This design comes from an exercise in tuning for small area, a short achievable clock period and few clock cycles on the open sky130 flow, not from production work. In this exercise RTL edits were held to simulation tests only and were not proved equivalent to the original.

===== flow/config.mk =====
export PLATFORM = sky130hd
export DESIGN_NAME = PN
export DESIGN_NICKNAME = PN
export VERILOG_FILES = /design/flow/design.v
export SDC_FILE = /design/flow/constraint.sdc
export NUM_CORES = 8
export LEC_CHECK = 0
export CAP_MARGIN = 20
export CORE_MARGIN = 2
export CORE_UTILIZATION = 55
export SLEW_MARGIN = 20

===== flow/constraint.sdc =====
create_clock -name core_clock -period 15.0 [get_ports {clk}]
set_input_delay 3.0000 -clock core_clock [delete_from_list [all_inputs] [get_ports {clk}]]
set_output_delay 3.0000 -clock core_clock [all_outputs]
set_load 0.01 [all_outputs]

===== flow/design.v =====
module BE #(
    parameter N = 7
) (
    input  signed [N-1:0] a,
    input  signed [N-1:0] b,
    output signed [N-1:0] min,
    output signed [N-1:0] max
);
    assign {min, max} = (a > b) ? {b, a} : {a, b};
endmodule
module two_stages_bitonic_sorter #(
    parameter N = 7
) (
    rst_n,
    clk,
    a,
    b,
    c,
    d,
    e,
    f,
    g,
    h,
    i,
    j,
    k,
    l,
    m,
    n,
    o,
    p
);
    input rst_n, clk;
    input signed [N-1:0] a, b, c, d, e, f, g, h;
    output signed [N-1:0] i, j, k, l, m, n, o, p;
    reg signed  [N-1:0] bitonic_seq_reg[0:7];
    wire signed [N-1:0] lv1_1_min;
    wire signed [N-1:0] lv1_1_max;
    wire signed [N-1:0] lv1_2_min;
    wire signed [N-1:0] lv1_2_max;
    wire signed [N-1:0] lv1_3_min;
    wire signed [N-1:0] lv1_3_max;
    wire signed [N-1:0] lv1_4_min;
    wire signed [N-1:0] lv1_4_max;
    wire signed [N-1:0] lv2_1_min;
    wire signed [N-1:0] lv2_1_max;
    wire signed [N-1:0] lv2_2_min;
    wire signed [N-1:0] lv2_2_max;
    wire signed [N-1:0] lv2_3_min;
    wire signed [N-1:0] lv2_3_max;
    wire signed [N-1:0] lv2_4_min;
    wire signed [N-1:0] lv2_4_max;
    wire signed [N-1:0] lv3_1_min;
    wire signed [N-1:0] lv3_1_max;
    wire signed [N-1:0] lv3_2_min;
    wire signed [N-1:0] lv3_2_max;
    wire signed [N-1:0] lv3_3_min;
    wire signed [N-1:0] lv3_3_max;
    wire signed [N-1:0] lv3_4_min;
    wire signed [N-1:0] lv3_4_max;
    BE #(
        .N(N)
    ) lv1_1 (
        .a  (a),
        .b  (b),
        .min(lv1_1_min),
        .max(lv1_1_max)
    );
    BE #(
        .N(N)
    ) lv1_2 (
        .a  (c),
        .b  (d),
        .min(lv1_2_min),
        .max(lv1_2_max)
    );
    BE #(
        .N(N)
    ) lv1_3 (
        .a  (e),
        .b  (f),
        .min(lv1_3_min),
        .max(lv1_3_max)
    );
    BE #(
        .N(N)
    ) lv1_4 (
        .a  (g),
        .b  (h),
        .min(lv1_4_min),
        .max(lv1_4_max)
    );
    BE #(
        .N(N)
    ) lv2_1 (
        .a  (lv1_1_min),
        .b  (lv1_2_max),
        .min(lv2_1_min),
        .max(lv2_1_max)
    );
    BE #(
        .N(N)
    ) lv2_2 (
        .a  (lv1_1_max),
        .b  (lv1_2_min),
        .min(lv2_2_min),
        .max(lv2_2_max)
    );
    BE #(
        .N(N)
    ) lv2_3 (
        .a  (lv1_3_min),
        .b  (lv1_4_max),
        .min(lv2_3_min),
        .max(lv2_3_max)
    );
    BE #(
        .N(N)
    ) lv2_4 (
        .a  (lv1_3_max),
        .b  (lv1_4_min),
        .min(lv2_4_min),
        .max(lv2_4_max)
    );
    BE #(
        .N(N)
    ) lv3_1 (
        .a  (lv2_1_min),
        .b  (lv2_2_min),
        .min(lv3_1_min),
        .max(lv3_1_max)
    );
    BE #(
        .N(N)
    ) lv3_2 (
        .a  (lv2_1_max),
        .b  (lv2_2_max),
        .min(lv3_2_min),
        .max(lv3_2_max)
    );
    BE #(
        .N(N)
    ) lv3_3 (
        .a  (lv2_3_max),
        .b  (lv2_4_max),
        .min(lv3_3_min),
        .max(lv3_3_max)
    );
    BE #(
        .N(N)
    ) lv3_4 (
        .a  (lv2_3_min),
        .b  (lv2_4_min),
        .min(lv3_4_min),
        .max(lv3_4_max)
    );
    always @(*) begin
            bitonic_seq_reg[0] = lv3_1_min;
            bitonic_seq_reg[1] = lv3_1_max;
            bitonic_seq_reg[2] = lv3_2_min;
            bitonic_seq_reg[3] = lv3_2_max;
            bitonic_seq_reg[4] = lv3_3_max;
            bitonic_seq_reg[5] = lv3_3_min;
            bitonic_seq_reg[6] = lv3_4_max;
            bitonic_seq_reg[7] = lv3_4_min;
    end
    wire signed [N-1:0] sort_lv1_1_min;
    wire signed [N-1:0] sort_lv1_1_max;
    wire signed [N-1:0] sort_lv1_2_min;
    wire signed [N-1:0] sort_lv1_2_max;
    wire signed [N-1:0] sort_lv1_3_min;
    wire signed [N-1:0] sort_lv1_3_max;
    wire signed [N-1:0] sort_lv1_4_min;
    wire signed [N-1:0] sort_lv1_4_max;
    wire signed [N-1:0] sort_lv2_1_min;
    wire signed [N-1:0] sort_lv2_1_max;
    wire signed [N-1:0] sort_lv2_2_min;
    wire signed [N-1:0] sort_lv2_2_max;
    wire signed [N-1:0] sort_lv2_3_min;
    wire signed [N-1:0] sort_lv2_3_max;
    wire signed [N-1:0] sort_lv2_4_min;
    wire signed [N-1:0] sort_lv2_4_max;
    BE #(
        .N(N)
    ) sort_lv1_1 (
        .a  (bitonic_seq_reg[0]),
        .b  (bitonic_seq_reg[4]),
        .min(sort_lv1_1_min),
        .max(sort_lv1_1_max)
    );
    BE #(
        .N(N)
    ) sort_lv1_2 (
        .a  (bitonic_seq_reg[1]),
        .b  (bitonic_seq_reg[5]),
        .min(sort_lv1_2_min),
        .max(sort_lv1_2_max)
    );
    BE #(
        .N(N)
    ) sort_lv1_3 (
        .a  (bitonic_seq_reg[2]),
        .b  (bitonic_seq_reg[6]),
        .min(sort_lv1_3_min),
        .max(sort_lv1_3_max)
    );
    BE #(
        .N(N)
    ) sort_lv1_4 (
        .a  (bitonic_seq_reg[3]),
        .b  (bitonic_seq_reg[7]),
        .min(sort_lv1_4_min),
        .max(sort_lv1_4_max)
    );
    BE #(
        .N(N)
    ) sort_lv2_1 (
        .a  (sort_lv1_1_min),
        .b  (sort_lv1_3_min),
        .min(sort_lv2_1_min),
        .max(sort_lv2_1_max)
    );
    BE #(
        .N(N)
    ) sort_lv2_2 (
        .a  (sort_lv1_1_max),
        .b  (sort_lv1_3_max),
        .min(sort_lv2_2_min),
        .max(sort_lv2_2_max)
    );
    BE #(
        .N(N)
    ) sort_lv2_3 (
        .a  (sort_lv1_2_min),
        .b  (sort_lv1_4_min),
        .min(sort_lv2_3_min),
        .max(sort_lv2_3_max)
    );
    BE #(
        .N(N)
    ) sort_lv2_4 (
        .a  (sort_lv1_2_max),
        .b  (sort_lv1_4_max),
        .min(sort_lv2_4_min),
        .max(sort_lv2_4_max)
    );
    BE #(
        .N(N)
    ) sort_lv3_1 (
        .a  (sort_lv2_1_min),
        .b  (sort_lv2_3_min),
        .min(i),
        .max(j)
    );
    BE #(
        .N(N)
    ) sort_lv3_2 (
        .a  (sort_lv2_1_max),
        .b  (sort_lv2_3_max),
        .min(k),
        .max(l)
    );
    BE #(
        .N(N)
    ) sort_lv3_3 (
        .a  (sort_lv2_2_min),
        .b  (sort_lv2_4_min),
        .min(m),
        .max(n)
    );
    BE #(
        .N(N)
    ) sort_lv3_4 (
        .a  (sort_lv2_2_max),
        .b  (sort_lv2_4_max),
        .min(o),
        .max(p)
    );
endmodule
module LIFO (
    in,
    full,
    empty,
    clk,
    rst_n,
    wn,
    rn,
    out
);
    parameter DATA_WIDTH = 16;
    parameter STACK_DEPTH = 16;
    input [DATA_WIDTH-1:0] in;
    input clk, rst_n, wn, rn;
    output reg [DATA_WIDTH-1:0] out;
    output full, empty;
    reg [3:0] sp;
    reg [DATA_WIDTH-1:0] memory[0:STACK_DEPTH-1];
    integer i;
    assign full  = (sp == 4'b1111) ? 1 : 0;
    assign empty = (sp == 4'b0000) ? 1 : 0;
    always @(*) begin
            out = memory[sp];
    end
    always @(posedge clk or negedge rst_n) begin
        if (~rst_n) begin
            for (i = 0; i < STACK_DEPTH; i = i + 1) begin
                memory[i] <= 'd0;
            end
            sp <= 1;
        end else if (wn & !full) begin
            memory[sp] <= in;
            sp <= sp + 1;
        end else if (rn & !empty) begin
            sp <= sp - 1;
        end
    end
endmodule
module PN (
    input clk,
    input rst_n,
    input [1:0] mode,
    input operator,
    input [2:0] in,
    input in_valid,
    output reg out_valid,
    output signed [31:0] out
);
    localparam S_IDLE = 2'd0, S_RUN = 2'd1, S_BOUT = 2'd2;
    reg [15:0] out_r;
    assign out = {{16{out_r[15]}}, out_r};
    reg [1:0] st;
    reg [1:0] md;
    reg [3:0] H;
    reg       hv;
    reg [3:0] Q [0:6];      
    reg [2:0] bl;           
    wire      qempty = (bl == 3'd0);
    wire      h_op = H[3];
    wire [2:0] h_val = H[2:0];
    wire      last_tok = qempty && !in_valid;
    reg [15:0] acc;
    reg        acc_big;
    reg        hasval;
    reg [6:0]  S [0:6];
    reg [2:0]  sd;
    reg [15:0] B [0:2];
    wire [6:0] S0 = S[0];
    wire [6:0] S1 = S[1];
    reg        mulc, absn, absn_b, absn_o, casc, fin;
    reg [12:0] T;
    reg [2:0]  dg;          
    reg [1:0]  bpos;        
    reg [1:0]  nb;          
    reg        rpend, hc;
    reg [1:0]  aop;         
    reg        opB_v;       
    reg        dm_mul;      
    reg        inv;         
    reg        mrow;        
    reg        swap;        
    reg        mc_b0;       
    reg        mc_sm;       
    reg        r0_pass;     
    reg        b_acc;       
    wire busy = mulc | absn;
    wire run = (st == S_RUN);
    wire take = run && !busy && !casc && hv;
    wire single = md[1];
    wire post = md[0];
    wire p_red = take && !post && !h_op && S0[4];
    wire p_op  = take && !post && h_op;
    wire p_set = take && !post && !h_op && !S0[4];
    wire q_op  = take && post && h_op;
    wire q_val = take && post && !h_op;
    wire c_step = run && !busy && casc;
    wire alu_go = p_red || q_op || c_step;
    wire [15:0] opA = S0[3] ? B[0] : {13'd0, S0[2:0]};
    wire [15:0] opB = opB_v ? {13'd0, h_val} : acc;
    wire [15:0] mc = ({16{swap}} & acc) | ({16{mc_b0}} & B[0]) | ({13'd0, {3{mc_sm}} & S0[2:0]});
    wire e0 = dg[0];
    wire e1 = dg[1];
    wire e2 = dg[2];
    wire [15:0] R0 = ({16{mulc}} & acc) | ({16{dm_mul && e0}} & mc) | ({16{r0_pass}} & opA);
    wire [15:0] bsel = b_acc ? acc : {13'd0, h_val};
    wire [15:0] R1 = mrow ? ((mc << 1) & {16{e1}}) : (bsel ^ {16{inv}});
    wire [15:0] R2 = mrow ? ((mc << 2) & {16{e2}}) : 16'd0;
    wire [15:0] cs = R0 ^ R1 ^ R2;
    wire [15:0] cc = (R0 & R1) | (R0 & R2) | (R1 & R2);
    wire [15:0] res = cs + {cc[14:0], inv};
    wire mul_more0 = !swap && !opB_v && (acc[15:3] != 13'd0);
    wire mul_more1 = (T[12:2] != 11'd0);
    wire start_mulc = alu_go && dm_mul && mul_more0;
    wire abs_neg = alu_go && (aop == 2'd3) && res[15];
    wire op_done = (alu_go && !start_mulc) || (mulc && !mul_more1);
    wire c_pre = op_done && !post;
    wire c_post = op_done && post;
    wire c_last = (sd == 3'd1);
    wire c_casc = c_pre && !c_last && S1[4];
    wire c_setl = c_pre && !c_last && !S1[4];
    wire fin_now = q_op && last_tok && single;
    wire fin_cand = (single && ((c_pre && c_last) || (c_post && (fin || (q_op && qempty)))))
                  || (absn && absn_o) || (b_third && qempty);
    wire final_done = single && ((c_pre && c_last) || (c_post && (fin_now || fin)));
    wire final_done_l = single && ((c_pre && c_last) || (c_post && ((q_op && qempty) || fin)));
    wire final_done_n = single && ((c_pre && c_last) || (c_post && fin));
    wire s_emit = (final_done && !abs_neg) || (absn && absn_o);
    wire desc = !md[0];
    function bef;
        input [6:0] x, y;
        input d;
        reg [6:0] a, b;
        reg lt;
        integer k;
        begin
            a = {~x[6], x[5:0]};
            b = {~y[6], y[5:0]};
            lt = 1'b0;
            for (k = 0; k < 7; k = k + 1)
                lt = (!a[k] && b[k]) || (!(a[k] && !b[k]) && lt);
            bef = lt ^ d;
        end
    endfunction
    wire b_take = take && !single;
    wire b_third = b_take && (bpos == 2'd2);
    wire b_final = b_third && last_tok;
    wire b_ins = b_take && (bpos == 2'd0) && hasval;
    wire bub0 = b_take && (bpos == 2'd1) && (nb >= 2'd2) && bef(B[1][6:0], B[0][6:0], desc);
    wire bub1 = b_take && (bpos == 2'd2) && (nb == 2'd3) && bef(B[2][6:0], B[1][6:0], desc);
    wire bout = (st == S_BOUT);
    wire [6:0] bhead = hc ? B[1][6:0] : B[0][6:0];
    wire [1:0] hn = nb - {1'b0, hc};
    wire [6:0] cy = {cc[5:0], inv};
    wire [6:0] nb0 = ~B[0][6:0];
    wire [6:0] ds = cs[6:0] ^ cy ^ nb0;
    wire [6:0] dc = (cs[6:0] & cy) | (cs[6:0] & nb0) | (cy & nb0);
    wire [6:0] dif = ds + {dc[5:0], 1'b1};
    wire fwin = (nb == 2'd0) || (dif[6] ^ desc);
    wire owin = rpend && ((hn == 2'd0) || bef(acc[6:0], bhead, desc));
    wire [6:0] oval = owin ? acc[6:0] : bhead;
    wire bdone = bout && ({1'b0, hn} + {2'd0, rpend} == 3'd1);
    wire s_push = p_op || (q_val && hasval && !b_ins);
    wire [6:0] s_new = p_op ? {h_val[1:0], 5'd0} : {3'd0, acc_big, acc[2:0]};
    wire s_pop = (c_pre && !c_setl && single) || (c_pre && !single) || c_post;
    wire s_popset = c_setl && single;
    wire b_pushv = (q_val && hasval && acc_big && single) || s_popset || b_ins;
    wire b_popv = (c_pre || c_post) && S0[3];
    wire b_shift = start_mulc || (mulc && mul_more1);
    wire h_free = !hv || take;
    wire [3:0] H_n = h_free ? (qempty ? {operator, in} : Q[bl - 3'd1]) : H;
    wire q_pop = h_free && !qempty;
    wire [2:0] bl_up = q_pop ? bl : bl + 3'd1;      
    wire [2:0] bl_st = q_pop ? bl - 3'd1 : bl;      
    wire casc_n = c_pre ? (c_casc && single) : casc;
    wire mulc_n = start_mulc || (mulc && mul_more1);
    wire absn_n = abs_neg;
    wire accbig_n = (alu_go || mulc || absn) ? 1'b1 : q_val ? 1'b0 : acc_big;
    wire [6:0] S0_n = s_push ? s_new
                    : s_popset ? {S1[6:5], 2'b11, S1[2:0]}
                    : s_pop ? S1
                    : p_set ? {S0[6:5], 2'b10, h_val}
                    : S0;
    wire [1:0] aop_n = post ? H_n[1:0] : S0_n[6:5];
    wire opBv_n = !post && !casc_n;
    wire swap_n = !S0_n[3] && !opBv_n && accbig_n;
    wire [2:0] acc_n = (alu_go || mulc || absn) ? res[2:0] : q_val ? h_val : acc[2:0];
    wire [2:0] opB_n = opBv_n ? H_n[2:0] : acc_n;
    wire [12:0] T_n = start_mulc ? acc[15:3] : {2'd0, T[12:2]};   
    reg [1:0] st_tok, st_end;
    always @(*) begin
        st_tok = st;
        st_end = st;
        case (st)
            S_IDLE: st_tok = S_RUN;
            S_RUN: begin
                if (final_done_n) st_tok = S_IDLE;
                if (final_done_l) st_end = S_IDLE;
                else if (b_third && qempty) st_end = (nb == 2'd0) ? S_IDLE : S_BOUT;
            end
            S_BOUT: if (bdone) begin
                st_tok = S_IDLE;
                st_end = S_IDLE;
            end
            default: ;
        endcase
    end
    integer i;
    always @(posedge clk or negedge rst_n) begin
        if (!rst_n) begin
            st <= S_IDLE;
            hv <= 1'b0;
            bl <= 3'd0;
            hasval <= 1'b0;
            sd <= 3'd0;
            mulc <= 1'b0;
            absn <= 1'b0;
            casc <= 1'b0;
            fin <= 1'b0;
            bpos <= 2'd0;
            nb <= 2'd0;
            rpend <= 1'b0;
            hc <= 1'b0;
            out_valid <= 1'b0;
        end else begin
            st <= in_valid ? st_tok : st_end;
            if (h_free) hv <= !qempty || in_valid;
            bl <= (in_valid && !(h_free && qempty)) ? bl_up : bl_st;
            if (s_push) sd <= sd + 3'd1;
            else if (s_pop || s_popset) sd <= sd - 3'd1;
            if (final_done || bdone || (b_final && nb == 2'd0) || (p_op && !single)) hasval <= 1'b0;
            else if (q_val || (c_pre && !single)) hasval <= 1'b1;
            if (start_mulc) mulc <= 1'b1;
            else if (mulc && !mul_more1) mulc <= 1'b0;
            absn <= abs_neg;
            casc <= casc_n;
            if (final_done) fin <= 1'b0;
            else if (fin_now) fin <= 1'b1;
            if (b_take) bpos <= (bpos == 2'd2) ? 2'd0 : bpos + 2'd1;
            if (bdone || (b_final && nb == 2'd0)) nb <= 2'd0;
            else if (b_ins) nb <= nb + 2'd1;
            else if (bout && hc) nb <= nb - 2'd1;
            if (b_final) begin
                rpend <= !fwin;
                hc <= !fwin;
            end else if (bout) begin
                rpend <= rpend && !owin;
                hc <= !owin;
            end
            out_valid <= in_valid ? (((final_done_n && !abs_neg) || (absn && absn_o)) || bout)
                                  : (((final_done_l && !abs_neg) || (absn && absn_o)) || (b_third && qempty) || bout);
        end
    end
    always @(posedge clk) begin
        H <= H_n;
        aop <= aop_n;
        opB_v <= opBv_n;
        dm_mul <= !mulc_n && !absn_n && (aop_n == 2'd2);
        inv <= (!mulc_n && !absn_n && (aop_n == 2'd1)) || absn_n;
        mrow <= mulc_n || (!absn_n && (aop_n == 2'd2));
        swap <= swap_n;
        mc_b0 <= !swap_n && S0_n[3];
        mc_sm <= !swap_n && !S0_n[3];
        r0_pass <= !mulc_n && !absn_n && (aop_n != 2'd2);
        b_acc <= absn_n || !opBv_n;
        if (in_valid) begin
            for (i = 6; i > 0; i = i - 1) Q[i] <= Q[i-1];
            Q[0] <= {operator, in};
        end
        if (st == S_IDLE && in_valid) md <= mode;
        if (alu_go || mulc || absn) begin
            acc <= res;
            acc_big <= 1'b1;
        end else if (q_val) begin
            acc <= {13'd0, h_val};
            acc_big <= 1'b0;
        end
        absn_b <= abs_neg && s_popset;
        absn_o <= abs_neg && final_done;
        if (s_push) begin
            for (i = 6; i > 0; i = i - 1) S[i] <= S[i-1];
        end else if (s_pop || s_popset) begin
            for (i = 1; i < 6; i = i + 1) S[i] <= S[i+1];
        end
        S[0] <= S0_n;
        if (b_pushv && b_popv) begin
            B[0] <= res;
        end else if (b_pushv) begin
            B[2] <= B[1];
            B[1] <= B[0];
            B[0] <= s_popset ? res : acc;
        end else if (b_popv || (bout && hc)) begin
            B[0] <= B[1];
            B[1] <= B[2];
        end else if (b_shift) begin
            B[0] <= B[0] << 2;
        end else if (absn && absn_b) begin
            B[0] <= res;
        end else if (bub0) begin
            B[0] <= B[1];
            B[1] <= B[0];
        end else if (bub1) begin
            B[1] <= B[2];
            B[2] <= B[1];
        end
        T <= T_n;
        dg <= {mulc_n ? T_n[1] : (swap_n ? S0_n[2] : opB_n[2]),
               mulc_n ? T_n[0] : (swap_n ? S0_n[1] : opB_n[1]),
               swap_n ? S0_n[0] : opB_n[0]};
        if (!in_valid || bout || out_valid || (st == S_IDLE))
            out_r <= bout ? {{9{oval[6]}}, oval}
                   : (out_valid || abs_neg || ((st == S_IDLE) && !absn) || !fin_cand) ? 16'd0
                   : (b_third && !fwin) ? B[0] : res;
    end
endmodule

===== flow/flow/run.sh =====
#!/bin/bash
# Own layout flow: the standard ORFS flow (standard.sh, unchanged synthesis),
# with two layout settings beyond the standard ones: ORFS's timing repair aims
# for a larger setup margin, and the port buffers are buf_4 cells. The clock
# period and constraints are the design's.
set -euo pipefail
cd "$(dirname "${BASH_SOURCE[0]}")/.."
bash standard.sh SETUP_SLACK_MARGIN=10.8 \
    "BUFFER_PORTS_ARGS=-buffer_cell sky130_fd_sc_hd__buf_4" finish > run_standard.log 2>&1

===== flow/standard.sh =====
#!/bin/bash
# synth_recipe.tcl (not shown) runs the flow's synth.tcl, then flattens the netlist and writes it again
# the make line also repeats each setting of config.mk as NAME=value (left out here)
make -C /OpenROAD-flow-scripts/flow DESIGN_CONFIG=/design/flow/config.mk WORK_HOME=/design/flow/orfs CLKGATE_MAP_FILE= SYNTH_SCRIPT=/design/flow/synth_recipe.tcl "${@:-finish}"

==> impl_metrics.json, run 1 <==
{
  "status": "no timing/DRC/antenna violations",
  "synthTopCellsByArea": "edfxtp_1 (37%), nand2_1 (6.6%), dfxtp_1 (5.9%)",
  "nNetsFinal": 1356,
  "cts.clk_slew.worst_paths_ps": 60,
  "setup_ws_ps": 10570,
  "period_minus_slack_ps": 4430,
  "fmax_mhz": 226,
  "vias": 10100,
  "drive_above_1_share_pct": 21.4,
  "start_util_pct": 55.5,
  "finalHoldViolations": 0,
  "antenna_cells": 0,
  "first_iter_violations": 1113,
  "synth_area_leader_cell": "edfxtp_1",
  "rsz0062_at_grt": "yes",
  "critPathLaunchType": "flip-flop",
  "critPathKind": "flip-flop to flip-flop",
  "htreeDepth": 1,
  "multi_input_area_sq_um": 6400,
  "cp_max_fo": 6,
  "synth_cell_types": 82,
  "clockRootBuffer": "clkbuf_16",
  "rows": 55,
  "cts_max_path_buffers": 3,
  "setup_viol": 0,
  "grt_max_degree": 47,
  "grt_pass1_vias": 9414,
  "synthesis.nets": 1294,
  "fillCellCount": 1837,
  "cts_tree": "built",
  "synthesis.area_sq_um": 12500,
  "post-route-util_pct": 65.5,
  "hold_path.class": "flip-flop to flip-flop",
  "layoutNonFillerInstCount": 1594,
  "regArea_sq_um": 5910,
  "drc_errors": 0,
  "ys_ff_latch": 212,
  "cp.required_ps": 15280,
  "finalMaxSlewViolations": 0,
  "grt_pass1_wl_um": 55700,
  "grt_antenna_before_repair": 2,
  "yosys-top-cells-count": "nand2_1 (219), edfxtp_1 (154), nor2_1 (74)",
  "ant_nets": 0,
  "synth-main-ff-cell": "edfxtp_1",
  "synth_top_area_share_pct": 37.1,
  "place_congestion": 0.977,
  "clk_latency_ps": 540,
  "fin_worst_skew_ps": 12.1,
  "cts_buffers": 25,
  "clock-sinks": 212,
  "seq_area_frac_synth_pct": 47.3,
  "synthArstFlopShare_pct": 9.91,
  "wl_um": 37000,
  "cp.arrival_ps": 4710,
  "fin_crit_sh_pct": 29.5,
  "routedWlPerCell_um": 23.2,
  "syn_to_final_growth_pct": 17.9,
  "grt_overflow": 0,
  "pin_count": 42,
  "yosysWarnings": 4,
  "yosysMostFrequentCell": "nand2_1",
  "fin_setup_tns_ps": 0,
  "dp_slack_ps": 9750,
  "core_sq_um": 22400,
  "endpoint_kind": "flip-flop",
  "slew_headroom_pct": 35.6,
  "track_usage_pct": 30.3,
  "synth_cells": 1228,
  "numPortBuffers": 41,
  "hpwl_um": 25300,
  "first_pass_iters": 8,
  "die-area_sq_um": 23900,
  "die_h_um": 154,
  "die_x_um": 154,
  "synth_edf_count": 154,
  "maxCapViolations": 0,
  "worstMarginPinSlew_ps": 965,
  "place_inst": 1487,
  "synth_area_per_cell_sq_um": 10.1,
  "vias_per_cell": 6.33
}
## per-stage QoR
stage	area, sq um	hold slack (ps)
after floorplan	12500	417
after global placement	12800	428
after detailed placement	12800	432
after CTS	14100	446
after global routing	14700	459
final	14700	440
## worst max-delay path, cell delays in order, from the launching register on
cell and delay, ps:
edfxtp_1 500, a222oi_1 560, buf_4 240, buf_6 100, nor2_4 30, fa_2 600, inv_2 50, fa_1 350
inv_1 80, ha_1 230, nor3_1 180, nor2_1 90, and3_4 160, nor4b_4 270, buf_6 180, clkbuf_16 170
mux2i_4 260, o22ai_1 110
## state kept, by name, indices dropped and copies added, names as in the netlist, 2 cells and up
register,cells
S,49
B,48
Q,28
acc,16
out_r,16
T,11
H,4
bl,3
dg,3
sd,3
aop,2
bpos,2
md,2
nb,2
st,2
## kinds of logic (layout without fill, tap and decap cells)
group | after synthesis | after routing | synth area share, %
simple gates | 414 | 414 | 15.0
flops | 212 | 212 | 47.3
mux | 71 | 71 | 6.03
buf+inv | 142 | 223 | 5.12
compound gates | 283 | 283 | 16.1
fa+ha+maj | 61 | 61 | 7.25
xor+xnor | 45 | 45 | 3.17
## per-layer routing
metal	up-vias	part of all wire (%)	GRT usage, %
li1	4596	-	-
met1	4876	44	45.5
met4	2	2.8	8.69
met3	77	11	7.99
met5	-	0.035	0
met2	544	42	43.3
## path summary, 6_finish.rpt
check / startpoint / to / slack [ps] / cells past startpoint
worst max-delay path: B[0][1] / out_r[3] / 10570 / 17
min in group asynchronous: rst_n / sd[1] / 2350 / 1
worst min register to register: Q[0][3] / Q[1][3] / 440 / 0
worst max register to register: B[0][1] / out_r[3] / 10570 / 17
max in group asynchronous: rst_n / mulc / 12380 / 1
worst min-delay path: Q[0][3] / Q[1][3] / 440 / 0
## placed cells by master, fill, tap and decap left out, drive strengths merged, types with 12 or more instances in the layout
master and instances:
edfxtp 154, o22ai 17, inv 64, nand2b 13, xnor2 18, mux2i 39, mux2 32, and2 17
dfrtp 21, xor2 27, clkbuf 35, a222oi 17, a21o 14, ha 37, a21oi 44, nor3 21
dfxtp 37, a22oi 23, o21ai 64, nand2 219, nor2b 16, a31oi 15, buf 113, nor2 74
fa 20, a211oi 12
## final cells by class
| class | instances | share of cell area, % |
|---|---|---|
| Clock buffer | 33 | 4.67 |
| Clock inverter | 13 | 0.801 |
| Inverter | 62 | 1.58 |
| Multi-Input combinational cell | 874 | 43.6 |
| Sequential cell | 212 | 40.3 |
| Tap cell | 285 | 2.43 |
| Timing Repair Buffer | 115 | 6.66 |
## timing repair
action	4_1_cts	5_1_grt
hold buffers	0	0
setup endpoints to repair	70	77
gates resized for setup	42	74
pin swaps	15	31
gates cloned	1	2
setup buffers	32	26
Testbench counts, summed over its fixed seeds: cycles 36,846.
==> inputs of run 2 (changes only) <==
--- a/flow/flow/run.sh
+++ b/flow/flow/run.sh
@@ -5,5 +5,5 @@
 # period and constraints are the design's.
 set -euo pipefail
 cd "$(dirname "${BASH_SOURCE[0]}")/.."
-bash standard.sh SETUP_SLACK_MARGIN=10.8 \
+bash standard.sh SETUP_SLACK_MARGIN=10.7 \
     "BUFFER_PORTS_ARGS=-buffer_cell sky130_fd_sc_hd__buf_4" finish > run_standard.log 2>&1
==> run 2 against run 1 <==
Against the previous run:
- via count fell by 1.9%
- sequential cell count did not move
- clock skew fell by 2.2 ps
- largest cell class unchanged
- hold slack improved by 5.8 ps
- design area fell by 1.5%
- wire length fell by 3.5%
- die area did not move
==> impl_metrics.json, run 2 <==
{
  "synthTopCellsByArea": "edfxtp_1 (37%), nand2_1 (6.6%), dfxtp_1 (5.9%)",
  "grt_pass1_vias": 9313,
  "drive_above_1_share_pct": 17.9,
  "hpwl_um": 24800,
  "fin_crit_sh_pct": 28.5,
  "yosysWarnings": 4,
  "final_common_cell": "nand2_1",
  "slew_headroom_pct": 31.3,
  "synthAdderAreaFrac_pct": 7.25,
  "cp_max_fo": 9,
  "die_x_um": 154,
  "status": "no timing/DRC/antenna violations",
  "synth_edf_count": 154,
  "core_sq_um": 22400,
  "ys_ff_latch": 212,
  "maxCapViolations": 0,
  "synth_area_per_cell_sq_um": 10.1,
  "final_cell_mix": "nand2_1 (218), edfxtp_1 (154), buf_4 (92)",
  "hold_ws_ps": 446,
  "htreeDepth": 1,
  "fin_worst_skew_ps": 9.92,
  "critPathKind": "flip-flop to flip-flop",
  "yosysMostFrequentCell": "nand2_1",
  "period_minus_slack_ps": 4270,
  "synthesis.area_sq_um": 12500,
  "hold_path.class": "flip-flop to flip-flop",
  "antenna_cells": 0,
  "muxShareOfSynthArea_pct": 6.03,
  "grt_overflow": 0,
  "synthesis.nets": 1294,
  "routedWlPerCell_um": 22.6,
  "place_congestion": 0.958,
  "seq_area_frac_synth_pct": 47.3,
  "finalHoldViolations": 0,
  "r2r-end": "out_r[3]",
  "grt_antenna_before_repair": 2,
  "cts_tree": "built",
  "fmax_mhz": 234,
  "synth_cell_types": 82,
  "first_iter_violations": 1177,
  "rsz0062_at_grt": "yes",
  "cp.arrival_ps": 4530,
  "synth_top_area_share_pct": 37.1,
  "vias": 9900,
  "yosys-top-cells-count": "nand2_1 (219), edfxtp_1 (154), nor2_1 (74)",
  "syn_to_final_growth_pct": 16.2,
  "rr_startpoint": "acc[2]",
  "endpoint_kind": "flip-flop",
  "nNetsFinal": 1342,
  "cp.required_ps": 15260,
  "first_pass_iters": 9,
  "ant_nets": 0,
  "vias_per_cell": 6.27,
  "grt_max_degree": 48,
  "track_usage_pct": 29.5,
  "ff2ff_setup_slack_ps": 10730,
  "grt_pass1_wl_um": 54400,
  "worstMarginPinSlew_ps": 1030,
  "crit_end": "out_r[3]",
  "synth_compound_area_share_pct": 16.1,
  "largest_reg_flops": 49,
  "wl_um": 35800,
  "synth_cells": 1228,
  "synth_area_leader_cell": "edfxtp_1",
  "ff2ff_path_depth": 14,
  "finalMaxSlewViolations": 0,
  "synthArstFlopShare_pct": 9.91,
  "fin_setup_tns_ps": 0,
  "clockRootBuffer": "clkbuf_16",
  "top_register": "S",
  "reg.largest.list": "S: 49 flops, B: 48 flops, Q: 28 flops",
  "die_h_um": 154,
  "rows": 55,
  "hold_buffers": 0,
  "synth_xor_area_share_pct": 3.17,
  "cts_buffers": 25,
  "start_util_pct": 55.5,
  "die-area_sq_um": 23900,
  "crit_start": "acc[2]",
  "setup_viol": 0,
  "pin_count": 42,
  "numPortBuffers": 41,
  "synth-main-ff-cell": "edfxtp_1",
  "critPathLaunchType": "flip-flop",
  "synth_top_family_by_area": "compound AO/OA/AOI/OAI gates",
  "cts_max_path_buffers": 3,
  "clock-sinks": 212,
  "cts.clk_slew.worst_paths_ps": 60,
  "drc_errors": 0,
  "yosys.area_share.simple_pct": 15.0,
  "clk_latency_ps": 530
}
run 2: cell types whose count changed in the layout (fill, tap and decap cells not counted), sizes merged:
cell	delta
buf	-13
clkinv	-3
clkinvlp	-1
clkbuf	-3
inv	-2
bufinv	+7
run 2: worst max-delay path: stages (launching register included):
cell and delay [ps]:
edfxtp_1 440, a222oi_1 480, buf_4 190, nor2_1 60
fa_1 620, fa_1 460, ha_1 300, nor3_2 170
nor2_2 70, and3_4 170, nor4b_4 340, buf_12 220
buf_12 120, mux2i_1 230, o22ai_1 130
run 2: cells by family (layout without fill, tap and decap cells):
| family | Yosys count | count (layout) |
|---|---|---|
| and+or+nand+nor | 414 | 414 |
| AOI/OAI and AO/OA | 283 | 283 |
| DFF | 212 | 212 |
| buffers and inverters | 142 | 208 |
| muxes | 71 | 71 |
| adders and majority gates | 61 | 61 |
| xor gates and xnor gates | 45 | 45 |
run 2: layout make-up:
cell class | instances | area, sq um
fillers | 1828 | 7970
flip-flops and latches | 212 | 5910
well taps | 285 | 357
multi-input cells | 874 | 6170
clock inverters | 14 | 270
inverters | 62 | 233
clock buffers | 31 | 668
repair buffers | 101 | 853
run 2: how the worst min path moves through the flow:
stage / from / to / slack, ps / cells after the start
after detailed placement: S[5][4] / S[6][4] / 440 / 0
after floorplan: B[1][9] / B[2][9] / 420 / 0
final: Q[0][1] / Q[1][1] / 450 / 0
after global placement: B[1][9] / B[2][9] / 430 / 0
after global routing: Q[0][1] / Q[1][1] / 450 / 0
after CTS: Q[0][1] / Q[1][1] / 450 / 0
run 2: metrics by stage:
| step | instances | setup WS [ps] | utilization (%) | area [sq um] |
|---|---|---|---|---|
| 5_1_grt | 1579 | 10580 | 64.5 | 14500 |
| 3_3_place_gp | 1487 | 9630 | 57.2 | 12800 |
| 2_1_floorplan | 1228 | 10720 | - | 12500 |
| 3_5_place_dp | 1487 | 9560 | 57.3 | 12800 |
| 6_report | 1579 | 10730 | 64.5 | 14500 |
| 4_1_cts | 1561 | 10660 | 63.1 | 14200 |
run 2: metal layers:
metal	vias up	part of all wire (%)	track usage, %
met4	0	2.5	7.41
met1	4805	44	43.3
met5	-	0	0
met2	483	43	43.5
met3	66	10	8.29
li1	4546	-	-
run 2: what timing repair did:
item	4_1_cts	5_1_grt
gates resized for setup	36	26
hold endpoints to repair	0	0
pin swaps	8	11
setup buffers	29	15
gates cloned	0	2
setup endpoints to repair	58	39

## afterwards: timing with drivers on the ports
The results above use ideal ports. As a check the final layouts listed here were re-extracted and re-timed, cells and wires unchanged.
Step 1 (the two cells are an assumption about what drives the block):
set clk [get_ports {clk}]
set_driving_cell -lib_cell sky130_fd_sc_hd__clkbuf_16 $clk
set_driving_cell -lib_cell sky130_fd_sc_hd__buf_2 [delete_from_list [all_inputs] $clk]
Step 2, shift: input delay + t, output delay - t, t = (earliest + latest rising clock arrival at the registers) / 2. This alone moves slack from input paths to output paths.
a / b / c = ideal / step 1 / step 2; a / b = the first two.
| run | shift t [ns] | slack for setup (ns) | slew at the worst register clock pin (ns) | worst slew at a driven data input, ns | cell pins on the clock port's net |
|---|---|---|---|---|---|
| run 1 | 0.585 | 10.572 / 10.572 / 10.515 | 0.07 / 0.07 | 0.04 | 1 |
| run 2 | 0.574 | 10.729 / 10.715 / 10.483 | 0.07 / 0.07 | 0.03 | 1 |
After both steps setup and hold are still met in every run listed. The setup slack of run 2, which loses most, moves by -0.014 ns with the drivers and by -0.246 ns with both steps.
